This design comes from an exercise in tuning for small area and a short achievable clock period on the open sky130 flow, not from production work.
RTL that was checked went through simulation tests only; none was proved equivalent to the original.
Power is estimated from default activity; no workload was simulated.

==> inputs of job 9887 <==
Design quantizer, start of the top module:
module quantizer(
    input         clk,
    input         rst,
    input  [31:0] i_max,
    input  [31:0] i_activation,
    output [7:0]  o_index
);
    wire [23:0] p0;
    wire        a24;
    wire [22:0] nm0;
    wire [2:0]  sh0;
    wire        sat0;
    quant_pre u_quant_pre(
        .clk(clk), .rst(rst), .i_max(i_max), .i_activation(i_activation),
        .o_p(p0), .o_a24(a24), .o_nm(nm0), .o_sh(sh0), .o_sat(sat0)
    );
    wire [23:1] p   [1:8];
    wire        r23 [1:8];
    wire [22:0] nm  [1:8];
    wire [2:0]  sh  [1:8];
    wire        sat [1:8];
    wire [7:0]  q   [1:8];    
    wire c1;
    quant_divider u_step1(.i_p(p0), .i_v24(a24), .i_nm(nm0),
                          .o_bit(c1), .o_p(p[1]), .o_r23(r23[1]));
    assign nm[1]  = nm0;
    assign sh[1]  = sh0;
    assign sat[1] = sat0;
    assign q[1]   = {7'd0, c1};
    genvar k;
    generate
        for (k = 2; k <= 8; k = k + 1) begin : g_stage
            reg [23:1] r_p;
            reg        r_r23;
            reg [22:0] r_nm;
            reg [2:0]  r_sh;
            reg        r_sat;
            reg [6:0]  r_q;
            always @(posedge clk) begin
                r_p   <= p[k-1];
                r_r23 <= r23[k-1];
                r_nm  <= nm[k-1];
                r_sh  <= sh[k-1];
                r_sat <= sat[k-1];
                r_q   <= q[k-1][6:0];
            end
            wire c;
            quant_divider u_step(.i_p({r_p, r_nm[0]}), .i_v24(r_r23), .i_nm(r_nm),
  ...
==> module quant_pre, before the edit <==
module quant_pre(
    input             clk,
    input             rst,
    input      [31:0] i_max,
    input      [31:0] i_activation,
    output reg [23:0] o_p,      
    output reg        o_a24,    
    output reg [22:0] o_nm,     
    output reg [2:0]  o_sh,     
    output reg        o_sat     
);
    wire [7:0]  em = i_max[30:23];
    wire [7:0]  ea = i_activation[30:23];
    wire [22:0] mm = i_max[22:0];
    wire [22:0] ma = i_activation[22:0];
    wire [7:0]  d  = em - ea;
    wire big  = ea > em;
    wire zero = ea < (em - 8'd8);
    wire eq   = (ea == em);
    reg [24:0] a;
    always @(*) begin
        if (zero & ~big)
            a = 25'd0;
        else if (eq)
            a = {1'b1, ma, 1'b0};
        else
            a = {2'b01, ma};
    end
    always @(posedge clk) begin
        o_p   <= a[23:0] ^ {1'b0, ~mm};
        o_a24 <= a[24];
        o_nm  <= ~mm;
        o_sh  <= eq ? 3'd0 : (d[2:0] - 3'd1);
        o_sat <= big | (eq & ~zero & (ma >= mm));
    end
endmodule
==> module quant_divider, before the edit <==
module quant_divider (
    input  [23:0] i_p,
    input         i_v24,
    input  [22:0] i_nm,
    output        o_bit,
    output [23:1] o_p,
    output        o_r23
);
    localparam N = 24;
    localparam L = 5;
    wire [N-1:0] b = {1'b0, i_nm};
    wire [N-1:0] p = i_p;
    wire [N-1:0] g = ~p & b;                   
    wire [N-1:0] G [0:2*L-1];
    wire [N-1:0] P [0:2*L-1];
    assign G[0] = {g[N-1:1], p[0] | b[0]};
    assign P[0] = {p[N-1:1], 1'b0};
    genvar l, i;
    generate
        for (l = 0; l < L; l = l + 1) begin : g_up
            for (i = 0; i < N; i = i + 1) begin : g_bit
                if (((i + 1) % (2 << l)) == 0) begin : m
                    assign G[l+1][i] = G[l][i] | (P[l][i] & G[l][i - (1 << l)]);
                    assign P[l+1][i] = P[l][i] & P[l][i - (1 << l)];
                end else begin : k
                    assign G[l+1][i] = G[l][i];
                    assign P[l+1][i] = P[l][i];
                end
            end
        end
        for (l = L - 2; l >= 0; l = l - 1) begin : g_dn
            for (i = 0; i < N; i = i + 1) begin : g_bit
                if (((i + 1) % (2 << l)) == (1 << l) && i > (1 << l)) begin : m
                    assign G[2*L-1-l][i] = G[2*L-2-l][i] | (P[2*L-2-l][i] & G[2*L-2-l][i - (1 << l)]);
                    assign P[2*L-1-l][i] = P[2*L-2-l][i] & P[2*L-2-l][i - (1 << l)];
                end else begin : k
                    assign G[2*L-1-l][i] = G[2*L-2-l][i];
                    assign P[2*L-1-l][i] = P[2*L-2-l][i];
                end
            end
        end
    endgenerate
    wire [N-1:0] cy  = G[2*L-1];               
    wire [N-1:0] cin = {cy[N-2:0], 1'b1};      
    assign o_bit = i_v24 | cy[N-1];
    wire [N:0]   bn  = {2'b00, i_nm};          
    wire [N-1:0] x   = p ^ bn[N:1];
    wire [N-1:0] sel = o_bit ? cin : b;
    wire [N-1:0] r   = x ^ sel ^ bn[N:1];
    assign o_r23 = r[N-1];
    assign o_p   = x[N-2:0] ^ sel[N-2:0];
endmodule
==> module quantizer, before the edit <==
module quantizer(
    input         clk,
    input         rst,
    input  [31:0] i_max,
    input  [31:0] i_activation,
    output [7:0]  o_index
);
    wire [23:0] p0;
    wire        a24;
    wire [22:0] nm0;
    wire [2:0]  sh0;
    wire        sat0;
    quant_pre u_quant_pre(
        .clk(clk), .rst(rst), .i_max(i_max), .i_activation(i_activation),
        .o_p(p0), .o_a24(a24), .o_nm(nm0), .o_sh(sh0), .o_sat(sat0)
    );
    wire [23:1] p   [1:8];
    wire        r23 [1:8];
    wire [22:0] nm  [1:8];
    wire [2:0]  sh  [1:8];
    wire        sat [1:8];
    wire [7:0]  q   [1:8];    
    wire c1;
    quant_divider u_step1(.i_p(p0), .i_v24(a24), .i_nm(nm0),
                          .o_bit(c1), .o_p(p[1]), .o_r23(r23[1]));
    assign nm[1]  = nm0;
    assign sh[1]  = sh0;
    assign sat[1] = sat0;
    assign q[1]   = {7'd0, c1};
    genvar k;
    generate
        for (k = 2; k <= 8; k = k + 1) begin : g_stage
            reg [23:1] r_p;
            reg        r_r23;
            reg [22:0] r_nm;
            reg [2:0]  r_sh;
            reg        r_sat;
            reg [6:0]  r_q;
            always @(posedge clk) begin
                r_p   <= p[k-1];
                r_r23 <= r23[k-1];
                r_nm  <= nm[k-1];
                r_sh  <= sh[k-1];
                r_sat <= sat[k-1];
                r_q   <= q[k-1][6:0];
            end
            wire c;
            quant_divider u_step(.i_p({r_p, r_nm[0]}), .i_v24(r_r23), .i_nm(r_nm),
                                 .o_bit(c), .o_p(p[k]), .o_r23(r23[k]));
            assign nm[k]  = r_nm;
            assign sh[k]  = r_sh;
            assign sat[k] = r_sat;
            assign q[k]   = {r_q, c};
        end
    endgenerate
    wire [7:0] idx = sat[8] ? 8'hff : (q[8] >> sh[8]);
    reg [3:0] r_cnt;
    reg [7:0] r_index;
    always @(posedge clk or posedge rst) begin
        if (rst) begin
            r_cnt   <= 4'd0;
            r_index <= 8'd0;
        end else begin
            if (!r_cnt[3])
                r_cnt <= r_cnt + 4'd1;
            r_index <= idx & {8{r_cnt[3]}};
        end
    end
    assign o_index = r_index;
endmodule
export LEC_CHECK = 0
export CAP_MARGIN = 20
export CORE_MARGIN = 2
export CORE_UTILIZATION = 60
export CTS_CLUSTER_DIAMETER = 100
export CTS_CLUSTER_SIZE = 30
export SETUP_SLACK_MARGIN = 2.5
export SLEW_MARGIN = 20
create_clock -name core_clock -period 5.0 [get_ports {clk}]
standard.sh (not shown) runs the stock make flow with config.mk's settings and CLKGATE_MAP_FILE= SYNTH_SCRIPT=/design/flow/synth_recipe.tcl, a recipe that flattens the netlist after the stock synthesis.
==> flow/flow/run.sh <==
#!/bin/bash
# The standard ORFS layout, run whole; the only change is the cell used
# for the input and output port buffers (a plain buffer instead of the
# delay buffer the resizer picks by default).
set -euo pipefail
export BUFFER_PORTS_ARGS="-buffer_cell sky130_fd_sc_hd__buf_2"
bash standard.sh > standard.log 2>&1
==> inputs of job 6425, as changes to job 9887 <==
==> flow/flow/run.sh (replaced) <==
#!/bin/bash
# The standard ORFS layout, run whole; the only change is the cell used
# for the input and output port buffers (the smallest plain buffer instead of the
# delay buffer the resizer picks by default).
set -euo pipefail
export BUFFER_PORTS_ARGS="-buffer_cell sky130_fd_sc_hd__buf_1"
bash standard.sh > standard.log 2>&1
Settings changed: ABC_AREA set to 1, SETUP_SLACK_MARGIN 2.5 to 3.1.
==> inputs of job 9186, as changes to job 9887 <==
==> flow/design.v (replaced) <==
`timescale 1ns / 1ps
module quant_pre(
    input             clk,
    input             rst,
    input      [31:0] i_max,
    input      [31:0] i_activation,
    output reg [24:0] o_a,      
    output reg [22:0] o_nm,     
    output reg [2:0]  o_sh,     
    output reg        o_big,    
    output reg        o_eq      
);
    wire [7:0] em = i_max[30:23];
    wire [7:0] ea = i_activation[30:23];
    wire [7:0] d  = em - ea;
    wire big  = ea > em;
    wire zero = ea < (em - 8'd8);
    wire eq   = (ea == em);
    always @(posedge clk) begin
        begin
            o_nm  <= ~i_max[22:0];
            o_big <= big;
            o_eq  <= eq & ~zero;
            o_sh  <= eq ? 3'd0 : (d[2:0] - 3'd1);
            if (zero & ~big)
                o_a <= 25'd0;
            else if (eq)
                o_a <= {1'b1, i_activation[22:0], 1'b0};
            else
                o_a <= {2'b01, i_activation[22:0]};
        end
    end
endmodule
`timescale 1ns / 1ps
module quant_divider (
    input  [24:0] i_v,
    input  [22:0] i_nm,       
    output        o_bit,
    output [23:0] o_rem
);
    localparam N = 24;
    localparam L = 5;
    wire [N-1:0] a = i_v[N-1:0];
    wire [N-1:0] b = {1'b0, i_nm};
    wire [N-1:0] g = a & b;
    wire [N-1:0] p = a ^ b;
    wire [N-1:0] G [0:2*L-1];
    wire [N-1:0] P [0:2*L-1];
    assign G[0] = {g[N-1:1], a[0] | b[0]};
    assign P[0] = {p[N-1:1], 1'b0};
    genvar l, i;
    generate
        for (l = 0; l < L; l = l + 1) begin : g_up
            for (i = 0; i < N; i = i + 1) begin : g_bit
                if (((i + 1) % (2 << l)) == 0) begin : m
                    assign G[l+1][i] = G[l][i] | (P[l][i] & G[l][i - (1 << l)]);
                    assign P[l+1][i] = P[l][i] & P[l][i - (1 << l)];
                end else begin : k
                    assign G[l+1][i] = G[l][i];
                    assign P[l+1][i] = P[l][i];
                end
            end
        end
        for (l = L - 2; l >= 0; l = l - 1) begin : g_dn
            for (i = 0; i < N; i = i + 1) begin : g_bit
                if (((i + 1) % (2 << l)) == (1 << l) && i > (1 << l)) begin : m
                    assign G[2*L-1-l][i] = G[2*L-2-l][i] | (P[2*L-2-l][i] & G[2*L-2-l][i - (1 << l)]);
                    assign P[2*L-1-l][i] = P[2*L-2-l][i] & P[2*L-2-l][i - (1 << l)];
                end else begin : k
                    assign G[2*L-1-l][i] = G[2*L-2-l][i];
                    assign P[2*L-1-l][i] = P[2*L-2-l][i];
                end
            end
        end
    endgenerate
    wire [N-1:0] cy  = G[2*L-1];               
    wire [N-1:0] cin = {cy[N-2:0], 1'b1};      
    wire [N-1:0] d   = p ^ cin;                
    assign o_bit = i_v[24] | cy[N-1];
    assign o_rem = o_bit ? d : a;
endmodule
`timescale 1ns / 1ps
module quantizer(
    input         clk,
    input         rst,
    input  [31:0] i_max,
    input  [31:0] i_activation,
    output [7:0]  o_index
);
    wire [24:0] a0;
    wire [22:0] mm0;
    wire [2:0]  sh0;
    wire        big0, eq0;
    quant_pre u_quant_pre(
        .clk(clk), .rst(rst), .i_max(i_max), .i_activation(i_activation),
        .o_a(a0), .o_nm(mm0), .o_sh(sh0), .o_big(big0), .o_eq(eq0)
    );
    wire        c1;
    wire [23:0] rem1;
    quant_divider u_step1(.i_v(a0), .i_nm(mm0), .o_bit(c1), .o_rem(rem1));
    wire sat1 = big0 | (eq0 & (a0[23:1] >= ~mm0));
    wire [23:0] rem [1:8];
    wire [22:0] mm  [1:8];
    wire [2:0]  sh  [1:8];
    wire        sat [1:8];
    wire [7:0]  q   [1:8];    
    assign rem[1] = rem1;
    assign mm[1]  = mm0;
    assign sh[1]  = sh0;
    assign sat[1] = sat1;
    assign q[1]   = {7'd0, c1};
    genvar k;
    generate
        for (k = 2; k <= 8; k = k + 1) begin : g_stage
            reg [23:0] r_rem;
            reg [22:0] r_mm;
            reg [2:0]  r_sh;
            reg        r_sat;
            reg [6:0]  r_q;
            always @(posedge clk) begin
                begin
                    r_rem <= rem[k-1];
                    r_mm  <= mm[k-1];
                    r_sh  <= sh[k-1];
                    r_sat <= sat[k-1];
                    r_q   <= q[k-1][6:0];
                end
            end
            wire        c;
            wire [23:0] nrem;
            quant_divider u_step(.i_v({r_rem, 1'b0}), .i_nm(r_mm), .o_bit(c), .o_rem(nrem));
            assign rem[k] = nrem;
            assign mm[k]  = r_mm;
            assign sh[k]  = r_sh;
            assign sat[k] = r_sat;
            assign q[k]   = {r_q, c};
        end
    endgenerate
    wire [7:0] idx = sat[8] ? 8'hff : (q[8] >> sh[8]);
    reg [3:0] r_cnt;
    reg [7:0] r_index;
    always @(posedge clk or posedge rst) begin
        if (rst) begin
            r_cnt   <= 4'd0;
            r_index <= 8'd0;
        end else begin
            if (!r_cnt[3])
                r_cnt <= r_cnt + 4'd1;
            r_index <= idx & {8{r_cnt[3]}};
        end
    end
    assign o_index = r_index;
endmodule
Settings changed: SETUP_SLACK_MARGIN 2.5 to 2.0.
==> qor summary <==
Status: job 6425 finished clean; job 9186 finished clean; job 9887 finished clean
Die X-Extent: job 6425 195 µm; job 9186 191 µm; job 9887 184 µm
Combinational Power: job 6425 0.00909 W; job 9186 0.00658 W; job 9887 0.00638 W
Met3 GRT Util: job 6425 2.19%; job 9186 2.22%; job 9887 1.90%
Power density normalized to cell area: job 6425 597 nW/µm²; job 9186 589 nW/µm²; job 9887 622 nW/µm²
Post-synthesis instance total: job 6425 3031; job 9186 1925; job 9887 1892
Kind of launch point of the worst setup path: job 6425 primary input; job 9186 flip-flop; job 9887 flip-flop
Amount of wire on met3 after detailed routing: job 6425 1180 µm; job 9186 982 µm; job 9887 803 µm
Flop+latch power: job 6425 0.00551 W; job 9186 0.00520 W; job 9887 0.00572 W
Number of global-route vias before repair: job 6425 16300; job 9186 13600; job 9887 12200
Fraction of registers with async set/reset: job 6425 2.67%; job 9186 2.67%; job 9887 2.67%
Drt total wl: job 6425 46500 µm; job 9186 36800 µm; job 9887 34000 µm
Post-layout minimum cycle time: job 6425 2.26 ns; job 9186 2.93 ns; job 9887 2.54 ns
Worst-case vdd ir drop: job 6425 0.306 mV; job 9186 0.402 mV; job 9887 0.379 mV
Total Nets Final: job 6425 3385; job 9186 2359; job 9887 2119
Share of synthesized area spent on multiplexers: job 6425 0.0458%; job 9186 8.56%; job 9887 9.10%
Post-Synthesis Mean Instance Area: job 6425 7.21 µm²; job 9186 11.0 µm²; job 9887 10.3 µm²
Count of placed standard cells in the final layout, fillers left out: job 6425 3743; job 9186 2455; job 9887 2418
Setup repair after global routing missed its margin: job 6425 yes; job 9186 no; job 9887 yes
Total design power: job 6425 0.0163 W; job 9186 0.0135 W; job 9887 0.0137 W
Hold worst-path end: job 6425 g_stage[3].r_sh[2]$_DFF_P_; job 9186 g_stage[6].r_q[2]$_DFF_P_; job 9887 g_stage[7].r_q[1]$_DFF_P_
Buffers and inverters on the worst path: job 6425 3; job 9186 1; job 9887 0
Met1 global-route usage: job 6425 22.2%; job 9186 24.4%; job 9887 20.5%
No functional check of the RTL was part of job 9186.

-- what the ideal ports hide --
How much do the figures lean on ideal ports? The routed layouts below were timed once more, with nothing changed but the port constraints. Step 1: set_driving_cell puts a clkbuf_16 on clk and a buf_2 on each other input, an assumption about the parent block. Step 2 times the ports against the registers' clock, not the clock port: input delays grow and output delays shrink by t, the midpoint of the rising clock arrivals with the driver on. Slacks: no drivers / after step 1 / after step 2; pairs: no drivers / after step 1.
run | t (ns) | slack for setup (ns) | hold slack, ns | worst setup path after step 2 | worst slew at a driven data input, ns
job 9887 | 0.575 | 2.460 / 2.460 / 1.947 | 0.327 / 0.327 / 0.327 | input to register | 0.05
job 6425 | 0.580 | 2.735 / 2.739 / 2.159 | 0.333 / 0.333 / 0.333 | input to register | 0.06
job 9186 | 0.587 | 2.075 / 2.075 / 1.943 | 0.327 / 0.327 / 0.327 | input to register | 0.03
After both steps setup and hold are still met in every run listed. The setup slack of job 6425, which loses most, moves by +0.004 ns with the drivers and by -0.576 ns with both steps.
